Context: an optimization exercise on an open-source flow, tuned for small area and a short achievable clock period. The choices shown serve that exercise and are no tape-out recipe.
In this exercise RTL edits were held to simulation tests only and were not proved equivalent to the original.

==> design.v <==
`timescale 1ns/1ns
module block(inp_data, inp_weight,inp_mac, clk, reset, outp_data, outp_mac);
	input [15:0] inp_data, inp_weight,inp_mac;
	output reg [15:0] outp_data, outp_mac;
	input clk, reset;
	wire [15:0]outp_mac1;
	wire [15:0]outp_mac2;
    function automatic [1:0] full_adder(input a, input b, input cin);
        reg sum, carry;
        begin
            sum = a ^ b ^ cin;
            carry = (a & b) | (b & cin) | (a & cin);
            full_adder = {carry, sum};
        end
    endfunction
    function automatic [11:0] add_11bit(input [10:0] fractionA, input [10:0] fractionB);
        reg [10:0] result;
        reg carry_in, carry_out;
        integer i;
        begin
            carry_in = 0;
            carry_out = 0;
            for (i = 0; i < 11; i = i + 1) begin
                {carry_out, result[i]} = full_adder(fractionA[i], fractionB[i], carry_in);
                carry_in = carry_out;
            end
            add_11bit = {carry_out, result};
        end
    endfunction
    function automatic [11:0] sub_11bit(input [10:0] fractionB, input [10:0] fractionA);
        reg [10:0] A_inverted;
        reg [10:0] sum;
        reg [11:0] carry;
        integer i;
        begin
            A_inverted = ~fractionA;
            carry[0] = 1'b1;
            for (i = 0; i < 11; i = i + 1) begin
                sum[i] = fractionB[i] ^ A_inverted[i] ^ carry[i];
                carry[i+1] = (fractionB[i] & A_inverted[i]) | (fractionB[i] & carry[i]) | (A_inverted[i] & carry[i]);
            end
            sub_11bit = {~carry[11], sum};
        end
    endfunction
    function automatic [5:0] add_sub_exponent(input [5:0] exp1, input [5:0] exp2, input op);
        reg [5:0] result;
        reg carry;
        integer i;
        reg [5:0] operand_b;
        begin
            carry = op;
            operand_b = exp2 ^ {6{op}};
            for (i = 0; i < 6; i = i + 1) begin
                {carry, result[i]} = full_adder(exp1[i], operand_b[i], carry);
            end
            add_sub_exponent = result;
        end
    endfunction
    function automatic [15:0] fp16_add(input [15:0] floatA, input [15:0] floatB);
        reg sign;
        reg signed [5:0] exponent;
        reg [9:0] mantissa;
        reg [4:0] exponentA, exponentB;
        reg [10:0] fractionA, fractionB, fraction;
        reg [11:0] fraction1;
        reg [7:0] shiftAmount;
        reg cout;
        reg [15:0] sum;
    begin
        sign = 1'b0;
        cout = 1'b0;
        fraction = 11'd0;
        shiftAmount = 8'd0;
        exponentA = floatA[14:10];
        exponentB = floatB[14:10];
        fractionA = {1'b1,floatA[9:0]};
        fractionB = {1'b1,floatB[9:0]};
        exponent = exponentA;
        if (floatA == 0) begin
            sum = floatB;
        end else if (floatB == 0) begin
            sum = floatA;
        end else if (floatA[14:0] == floatB[14:0] && floatA[15]^floatB[15]==1'b1) begin
            sum=0;
        end else begin
            if (exponentB > exponentA) begin
                shiftAmount = add_sub_exponent(exponentB,exponentA,1);
                fractionA = fractionA >> (shiftAmount);
                exponent = exponentB;
            end else if (exponentA > exponentB) begin
                shiftAmount = add_sub_exponent(exponentA,exponentB,1);
                fractionB = fractionB >> (shiftAmount);
                exponent = exponentA;
            end
            if (floatA[15] == floatB[15]) begin
                fraction1 = add_11bit(fractionA ,fractionB);
                {cout,fraction} = fraction1;
                if (cout == 1'b1) begin
                    {cout,fraction} = {cout,fraction} >> 1;
                    exponent = add_sub_exponent(exponent,1,0);
                end
                sign = floatA[15];
            end else begin
                if (floatA[15] == 1'b1) begin
                    {cout,fraction}=sub_11bit(fractionB ,fractionA);
                end else begin
                    {cout,fraction} = sub_11bit(fractionA ,fractionB);
                end
                sign = cout;
                if (cout == 1'b1) begin
                    fraction = -fraction;
                end
                if (fraction [10] == 0) begin
                    if (fraction[9] == 1'b1) begin
                        fraction = fraction << 1;
                        exponent = add_sub_exponent(exponent, 1, 1);
                    end else if (fraction[8] == 1'b1) begin
                        fraction = fraction << 2;
                        exponent = add_sub_exponent(exponent, 2, 1);
                    end else if (fraction[7] == 1'b1) begin
                        fraction = fraction << 3;
                        exponent = add_sub_exponent(exponent, 3, 1);
                    end else if (fraction[6] == 1'b1) begin
                        fraction = fraction << 4;
                        exponent = add_sub_exponent(exponent, 4, 1);
                    end else if (fraction[5] == 1'b1) begin
                        fraction = fraction << 5;
                        exponent = add_sub_exponent(exponent, 5, 1);
                    end else if (fraction[4] == 1'b1) begin
                        fraction = fraction << 6;
                        exponent = add_sub_exponent(exponent, 6, 1);
                    end else if (fraction[3] == 1'b1) begin
                        fraction = fraction << 7;
                        exponent = add_sub_exponent(exponent, 7, 1);
                    end else if (fraction[2] == 1'b1) begin
                        fraction = fraction << 8;
                        exponent = add_sub_exponent(exponent, 8, 1);
                    end else if (fraction[1] == 1'b1) begin
                        fraction = fraction << 9;
                        exponent = add_sub_exponent(exponent, 9, 1);
                    end else if (fraction[0] == 1'b1) begin
                        fraction = fraction << 10;
                        exponent = add_sub_exponent(exponent, 10, 1);
                    end
                end
            end
            mantissa = fraction[9:0];
            if(exponent[5]==1'b1) begin
                sum = 16'b0000000000000000;
            end
            else begin
                sum = {sign,exponent[4:0],mantissa};
            end
        end
        fp16_add=sum;
    end
    endfunction
    function automatic [15:0] float_mult_function(input [15:0] floatA, input [15:0] floatB);
        reg sign;
        reg signed [5:0] exponent;
        reg [9:0] mantissa;
        reg [10:0] fractionA, fractionB;
        reg [21:0] fraction;
        reg [15:0] product_out;
        begin
            if (floatA == 16'b0 || floatB == 16'b0) begin
                product_out = 16'b0;
            end else begin
                sign = floatA[15] ^ floatB[15];
                exponent = floatA[14:10] + floatB[14:10] - 5'd15;
                fractionA = {1'b1, floatA[9:0]};
                fractionB = {1'b1, floatB[9:0]};
                fraction = fractionA * fractionB;
                if (fraction[21] == 1'b1) begin
                    fraction = fraction << 1;
                    exponent = exponent + 1;
                end else if (fraction[20] == 1'b1) begin
                    fraction = fraction << 2;
                    exponent = exponent + 0;
                end else if (fraction[19] == 1'b1) begin
                    fraction = fraction << 3;
                    exponent = exponent - 1;
                end else if (fraction[18] == 1'b1) begin
                    fraction = fraction << 4;
                    exponent = exponent - 2;
                end else if (fraction[17] == 1'b1) begin
                    fraction = fraction << 5;
                    exponent = exponent - 3;
                end else if (fraction[16] == 1'b1) begin
                    fraction = fraction << 6;
                    exponent = exponent - 4;
                end else if (fraction[15] == 1'b1) begin
                    fraction = fraction << 7;
                    exponent = exponent - 5;
                end else if (fraction[14] == 1'b1) begin
                    fraction = fraction << 8;
                    exponent = exponent - 6;
                end else if (fraction[13] == 1'b1) begin
                    fraction = fraction << 9;
                    exponent = exponent - 7;
                end else if (fraction[12] == 1'b1) begin
                    fraction = fraction << 10;
                    exponent = exponent - 8;
                end
                mantissa = fraction[21:12];
                if (exponent[5] == 1'b1) begin
                    product_out = 16'b0000000000000000;
                end else begin
                    product_out = {sign, exponent[4:0], mantissa};
                end
            end
            float_mult_function = product_out;
        end
    endfunction
	assign outp_mac1=float_mult_function(inp_data,inp_weight);
	assign outp_mac2=fp16_add(outp_mac1,inp_mac);
	always @(posedge reset or posedge clk) begin
		if(reset) begin
			outp_data <= 0;
			outp_mac <= 0;
		end
		else begin
			outp_data <= inp_data;
			outp_mac <=outp_mac2;
		end
	end
endmodule
==> run.sh <==
#!/bin/bash
# synth_recipe.tcl (not shown) runs the flow's synth.tcl, then flattens the netlist and writes it again
# the make line also repeats each setting of config.mk as NAME=value (left out here)
make -C /OpenROAD-flow-scripts/flow DESIGN_CONFIG=/design/flow/config.mk WORK_HOME=/design/flow/orfs CLKGATE_MAP_FILE= SYNTH_SCRIPT=/design/flow/synth_recipe.tcl finish
==> config.mk <==
export PLATFORM = sky130hd
export DESIGN_NAME = block
export DESIGN_NICKNAME = block
export VERILOG_FILES = /design/flow/design.v
export SDC_FILE = /design/flow/constraint.sdc
export NUM_CORES = 4
export LEC_CHECK = 0
export CAP_MARGIN = 20
export CORE_MARGIN = 2
export CORE_UTILIZATION = 40
export SLEW_MARGIN = 20
==> constraint.sdc <==
create_clock -name core_clock -period 22.0 [get_ports {clk}]
set_input_delay 4.4000 -clock core_clock [delete_from_list [all_inputs] [get_ports {clk}]]
set_output_delay 4.4000 -clock core_clock [all_outputs]
set_load 0.01 [all_outputs]
==> summary.txt <==
worst paths after layout:
kind,startpoint,endpoint,slack (ns),depth (start not counted)
worst max-delay path,inp_data[1],outp_mac[14]$_DFF_PP0_,0.77,59
min in group core_clock,inp_data[6],outp_data[6]$_DFF_PP0_,4.53,1
max in group asynchronous,reset,outp_data[4]$_DFF_PP0_,17.16,3
worst min-delay path,reset,outp_mac[15]$_DFF_PP0_,4.53,3
cell type report:
type	count	area share
clock buffer	5	0.008818
clock inverter	3	0.001323
inverter	190	0.05026
multi-input combinational	1354	0.7699
sequential	32	0.05644
tap	402	0.03545
timing repair buffer	117	0.07778
critical path, delay by kind of cell:
kind / cells / cell delay [ns]
fa+ha+maj: 20 / 8.63
simple gates: 14 / 2.96
buf+inv: 10 / 1.79
xor+xnor: 1 / 0.07
compound gates: 13 / 3.31
mux: 1 / 0.16
through the flow:
step                      worst slack [ns]  instances  area, um^2    util
after floorplan                      2.719       1668       12810       -
after global placement              0.6518       2095       14000  0.4438
after detailed placement            0.3766       2095       14000  0.4438
after CTS                           0.6557       2103       14150  0.4483
after global routing               0.01441       2103       14190  0.4496
final                               0.7697       2103       14190  0.4496
cell families (layout without fill, tap and decap cells):
group | after synthesis | in the layout | synth area share
AO/OA/AOI/OAI | 451 | 451 | 0.2469
XOR/XNOR | 63 | 63 | 0.04367
adder cells (fa/ha/maj) | 246 | 246 | 0.3089
buffers and inverters | 282 | 315 | 0.08645
flip-flops | 32 | 32 | 0.06252
multiplexers | 54 | 54 | 0.04581
AND/OR/NAND/NOR | 540 | 540 | 0.2058
per-layer routing:
metal,up-vias,part of all wire,global-route usage
li1,5972,-,-
met5,-,0.00040,0
met4,2,0.024,0.06144
met2,653,0.42,0.4000
met1,6252,0.47,0.4133
met3,91,0.082,0.03773
flip-flops by register name (all words and copies together), names as in the netlist:
name / flops
outp_data: 16
outp_mac: 16
what timing repair did:
action	in CTS	in global routing
setup endpoints to repair	0	16
hold endpoints to repair	0	0
gates resized for setup	0	16
cell usage in the layout (no fill, tap or decap), types with 10 or more instances in the layout:
cell type and count:
inv_1 187, nand2_1 160, ha_1 129, fa_1 116, nor2_1 104, a21oi_1 93
o21ai_0 76, clkdlybuf4s50_1 72, and2_1 68, nand3_1 45, nor3_1 44, xnor2_1 41
buf_4 36, mux2i_1 35, dfrtp_1 32, a211oi_1 31, nor4_1 25, o211ai_1 21
xor2_1 21, a221oi_1 18, a31oi_1 18, mux2_2 17, o31ai_1 16, and3_1 15
a22oi_1 14, o221ai_1 14, nor2b_1 13, o22ai_1 13, a21o_1 12, nand2b_1 12
nand4_1 12, o21a_1 10
==> results.py <==
metrics = {
    "grt": {
        "grt_max_degree": 33,
        "antenna_found_initial": 1,
        "overflow": 0,
        "grt_first_pass_wirelength_um": 71980,
        "grt_pass1_vias": 12371,
        "grt.total_usage": 0.2702,
    },
    "clock_tree": {
        "root_buffer": "clkbuf_16",
        "ctsHoldBuffers": 0,
        "clockBufferDepth": 2,
        "cts_made_buffers": 5,
        "clkTransAtPathRegs_ns": 0.06,
        "numClockSinks": 32,
        "cts_tree": "yes",
        "post-cts-setup-buffer-count": 0,
        "cts_max_level": 2,
    },
    "synthesis": {
        "yosys.cell_count.top_type": "inv_1",
        "syn_avg_cell_area_um2": 7.679,
        "synth_area_leaders": "fa_1, ha_1, dfrtp_1",
        "synth_area_leader_cell": "fa_1",
        "syn-num-nets": 1964,
        "syn-instance-count": 1668,
        "synth.yosys.warnings": 1,
        "ys_seq_area_frac": 0.06252,
        "synth_flop_cell": "dfrtp_1",
        "ys_ff_latch": 32,
        "yosys-top-cells-count": "inv_1, nand2_1, ha_1, fa_1, nor2_1",
        "synth_top_cell_area_share": 0.1829,
        "syn_area_um2": 12810,
        "ys_types": 91,
        "async_reset_ff_frac": 1.000,
        "synth_edf_count": 0,
    },
    "floorplan": {
        "initial_core_util": 0.4059,
        "die_area_um2": 33470,
        "coreArea_um2": 31560,
        "fp.dieH_um": 182.9,
        "std_cell_rows": 65,
        "boundaryPins": 82,
        "die-width_um": 182.9,
    },
    "timing": {
        "tightestPinTransition_ns": 1.053,
        "grt_setup_unrepaired": "no",
        "clock.fmax_mhz": 47.10,
        "finalSetupTns_ns": 0,
        "period_needed_ns": 21.23,
        "finalMaxSlewViolations": 0,
        "min_period_over_period": 0.9650,
        "max_slew_margin": 0.2783,
        "hold_violations": 0,
        "setup_viol": 0,
        "fin_hold_ws_ns": 4.526,
    },
    "finish": {
        "fill_cells": 3159,
        "diodes": 0,
        "multiInputGateArea_um2": 10920,
        "drive_above_1_share": 0.06055,
        "nNetsFinal": 1996,
        "regArea_um2": 800.8,
        "syn_to_final_growth_pct": 10.77,
    },
    "route": {
        "drtPass1Iterations": 9,
        "drt_iter0_drc": 1537,
        "via_per_inst": 6.167,
        "drc": 0,
        "wire_per_inst_um": 21.33,
        "antenna_left": 0,
        "vias": 12970,
        "wirelength_um": 44850,
    },
    "setup_path": {
        "start_kind": "input pin",
        "critical-path-max-stage-delay_ns": 0.61,
        "cp.required_ns": 22.14,
        "cpMaxStageDelayCell": "clkdlybuf4s50_1",
        "cp_max_fo": 18,
        "setup.worst_path.class": "input pin to flop",
        "critPathCaptureType": "flop",
        "arrival_ns": 21.37,
        "crit_top_cell": "fa_1",
    },
    "placed_design": {
        "place_hpwl_um": 35790,
        "io_buffers": 81,
        "place_congestion": 0.9759,
    },
    "outcome": {
        "status": "finished clean",
    },
    "run": {
        "maxCapViolCount": 0,
    },
    "worst_hold_path": {
        "hp-class": "input pin to asynchronous set/reset pin",
    },
}

-- static timing again, ports no longer ideal --
How much do the figures lean on ideal ports? The routed layout below was timed once more, with nothing changed but the port constraints.
Step 1 sets driving cells, clkbuf_16 on the clock port and buf_2 on the other inputs (assumed; they add their load-dependent delay and slew).
Step 2 also shifts input and output timing later by t, the mid clock arrival at the registers, as if the neighbouring blocks saw the same clock.
Three values: no drivers, after step 1, after step 2; two values: the first two.
t (ns): 0.320
setup WS [ns]: 0.770 / 0.779 / 0.459
worst data-port slew with drivers (ns): 0.05
After both steps this run still meets setup and hold. For this run, drivers alone change the setup slack by +0.009 ns; drivers and shift together by -0.311 ns.
